What follows belongs to an exercise in optimizing a design on an open flow for small area, a short achievable clock period and few clock cycles per item; a production flow would make more cautious choices.
Function was checked by simulation only, so behaviour that the tests miss may differ from the original.

Setup of v30:
==> module chacha_block, before the edit <==
module chacha_block(
    input  wire [1:0]   ph,
    input  wire [511:0] st,
    output wire [511:0] nx
);
    function [31:0] rotl16(input [31:0] x); rotl16 = {x[15:0], x[31:16]}; endfunction
    function [31:0] rotl12(input [31:0] x); rotl12 = {x[19:0], x[31:20]}; endfunction
    function [31:0] rotl8 (input [31:0] x); rotl8  = {x[23:0], x[31:24]}; endfunction
    function [31:0] rotl7 (input [31:0] x); rotl7  = {x[24:0], x[31:25]}; endfunction
    wire [31:0] a [0:3];
    wire [31:0] b [0:3];
    wire [31:0] c [0:3];
    wire [31:0] d [0:3];
    wire [31:0] a1 [0:3];
    wire [31:0] d1 [0:3];
    wire [31:0] c1 [0:3];
    wire [31:0] u  [0:3];
    wire [31:0] p1 [0:3];
    wire [31:0] k1 [0:3];
    wire [31:0] t1 [0:3];
    wire [31:0] p2 [0:3];
    wire [31:0] k2 [0:3];
    genvar j;
    generate
        for (j = 0; j < 4; j = j + 1) begin : g_unit
            assign a[j] = st[511 - 32*j      -: 32];
            assign b[j] = st[511 - 32*(4+j)  -: 32];
            assign c[j] = st[511 - 32*(8+j)  -: 32];
            assign d[j] = st[511 - 32*(12+j) -: 32];
            ks_carry u_k1(.a(a[j]), .b(b[j]), .c(k1[j]));
            assign p1[j] = a[j] ^ b[j];
            assign a1[j] = p1[j] ^ k1[j];
            assign t1[j] = (d[j] ^ p1[j]) ^ k1[j];
            assign d1[j] = ph[0] ? rotl8(t1[j]) : rotl16(t1[j]);
            ks_carry u_k2(.a(c[j]), .b(d1[j]), .c(k2[j]));
            assign p2[j] = c[j] ^ d1[j];
            assign c1[j] = p2[j] ^ k2[j];
            assign u[j]  = (b[j] ^ p2[j]) ^ k2[j];
        end
        for (j = 0; j < 4; j = j + 1) begin : g_wb
            assign nx[511 - 32*j -: 32] = (ph == 2'd3) ? a1[(j+2)%4] : a1[j];
            assign nx[511 - 32*(4+j) -: 32] = ph[0] ? rotl7(u[(j+1)%4]) : rotl12(u[j]);
            assign nx[511 - 32*(8+j) -: 32] = (ph == 2'd1) ? c1[(j+2)%4] : c1[j];
            assign nx[511 - 32*(12+j) -: 32] = ph[0] ? d1[(j+3)%4] : d1[j];
        end
    endgenerate
endmodule
==> flow/config.mk <==
export PLATFORM = sky130hd
export DESIGN_NAME = chacha20_poly1305_core
export DESIGN_NICKNAME = chacha20_poly1305_core
export VERILOG_FILES = /design/flow/design.v
export SDC_FILE = /design/flow/constraint.sdc
export NUM_CORES = 8
export LEC_CHECK = 0
export CAP_MARGIN = 35
export CORE_MARGIN = 2
export CORE_UTILIZATION = 40
export SLEW_MARGIN = 35
==> flow/constraint.sdc <==
create_clock -name core_clock -period 22.0 [get_ports {clk}]
set_input_delay 4.4000 -clock core_clock [delete_from_list [all_inputs] [get_ports {clk}]]
set_output_delay 4.4000 -clock core_clock [all_outputs]
set_load 0.01 [all_outputs]
standard.sh (not shown) runs the stock make flow with config.mk's settings and CLKGATE_MAP_FILE= SYNTH_SCRIPT=/design/flow/synth_recipe.tcl, a recipe that flattens the netlist after the stock synthesis.
==> flow/flow/run.sh <==
#!/bin/bash
# Layout flow: the standard ORFS flow (standard.sh) with these changes:
#  - synthesis: the standard synthesis script, except that Yosys's quick ABC
#    pass before full-adder extraction is skipped (synth -noabc for the fine
#    stage), so that extract_fa finds the carry-save adders' full adders
#    without inverters between them; the registers keep the standard
#    synthesis's names and cell types (rename_regs.py checks both and renames
#    the flip-flops to the standard names, which the standard synthesis run
#    first provides);
#  - timing repair aims for extra setup slack (SETUP_SLACK_MARGIN), so that the
#    layout reaches a shorter clock period than the constraint's;
#  - the buffers that buffer_ports puts on every input and output port are
#    buf_2 cells instead of the tool's default choice (a 10 um2 delay buffer).
# Logs: std_synth.log (standard synthesis), own_synth.log and standard_flow.log
# (make output); each ORFS step's own log is under orfs/logs/.
set -euo pipefail
MARGIN=15
TARGET=${OWN_FLOW_TARGET:-finish}
R=orfs/results/$FLOW_PLATFORM/chacha20_poly1305_core/base
export OWN_FLOW_DIR=$PWD/flow
export OWN_STD_NETLIST=$PWD/std_1_2_yosys.v
ARGS=("SYNTH_SCRIPT=$PWD/flow/synth_noabc.tcl" "SETUP_SLACK_MARGIN=$MARGIN"
      "BUFFER_PORTS_ARGS=-buffer_cell sky130_fd_sc_hd__buf_2")

# 1. the standard synthesis, for the register names
bash standard.sh synth > std_synth.log 2>&1
cp "$R/1_2_yosys.v" "$OWN_STD_NETLIST"
rm -f "$R/1_2_yosys.v" "$R/1_2_yosys.sdc" "$R/1_synth.odb" "$R/1_synth.sdc"

# 2. own synthesis, then the rest of the flow
bash standard.sh "${ARGS[@]}" synth > own_synth.log 2>&1
bash standard.sh "${ARGS[@]}" "$TARGET" > standard_flow.log 2>&1
tail -n 40 standard_flow.log
Other scripts of this flow, unchanged in this note and not shown: flow/flow/rename_regs.py, flow/flow/synth_noabc.tcl
[v30] flow finished | final checks: failed | reasons: capacitance limit, slew limit
Testbench counts of v30, summed over its fixed seeds: cycles 15,112, items 256.
Changes in v21 relative to v30:
--- a/flow/design.v
+++ b/flow/design.v
@@ -39,10 +39,14 @@
             assign u[j]  = (b[j] ^ p2[j]) ^ k2[j];
         end
         for (j = 0; j < 4; j = j + 1) begin : g_wb
-            assign nx[511 - 32*j -: 32] = (ph == 2'd3) ? a1[(j+2)%4] : a1[j];
-            assign nx[511 - 32*(4+j) -: 32] = ph[0] ? rotl7(u[(j+1)%4]) : rotl12(u[j]);
-            assign nx[511 - 32*(8+j) -: 32] = (ph == 2'd1) ? c1[(j+2)%4] : c1[j];
-            assign nx[511 - 32*(12+j) -: 32] = ph[0] ? d1[(j+3)%4] : d1[j];
+            assign nx[511 - 32*j -: 32] = a1[j];
+            assign nx[511 - 32*(4+j) -: 32] =
+                (ph == 2'd0 || ph == 2'd2) ? rotl12(u[j]) :
+                (ph == 2'd1) ? rotl7(u[(j+1)%4]) : rotl7(u[(j+3)%4]);
+            assign nx[511 - 32*(8+j) -: 32] = ph[0] ? c1[(j+2)%4] : c1[j];
+            assign nx[511 - 32*(12+j) -: 32] =
+                (ph == 2'd0 || ph == 2'd2) ? d1[j] :
+                (ph == 2'd1) ? d1[(j+3)%4] : d1[(j+1)%4];
         end
     endgenerate
 endmodule
==> run summary <==
- v21 went all the way through synthesis, placement and routing and the layout is clean on timing, DRC and antenna.
- Relative to v30, overall routing resource usage has decreased by 6.0 points in v21.
- The standard cells in v21 occupy less silicon area than those in v30 do.
- Changes observed in v21 relative to v30: area inside the core boundary increased by 2.0% relative to the old numbers; fmax shows an increase of 4.3%.
- When the final numbers for v30 and v21 were put side by side, the fraction of the cycle the final worst path needs turned out to be smaller in v21.
- Summary: with v30 as the reference, post-synthesis cell count in v21 moved up by a few percent.
- Of the two values seen for launching instance or port of the critical path, st[365] was produced by v30 and st[290] by v21.
Testbench counts of v21, summed over its fixed seeds: cycles 15,112, items 256.

separate check: timing with driven ports:
Ports are ideal in the flow. The routed layouts listed here were re-timed in OpenROAD. Step 1 sets driving cells, clkbuf_16 on the clock port and buf_2 on the other inputs (assumed; they add their load-dependent delay and slew). Step 2 adds t to the input delays and takes it off the output delays; t is the mean of the earliest and latest rising clock arrival at the registers after step 1. Input paths then give back, and output paths get back, about the clock's delay inside the block. a / b / c = no drivers / after step 1 / after step 2; a / b = the first two.
run	shift t [ns]	setup slack, ns	worst setup path after step 2	worst slew at a driven data input, ns	pins driven straight from the clock port
v30	1.024	14.426 / 14.426 / 14.426	register to register	0.65	1
v21	1.043	14.739 / 14.739 / 14.739	register to register	0.51	1
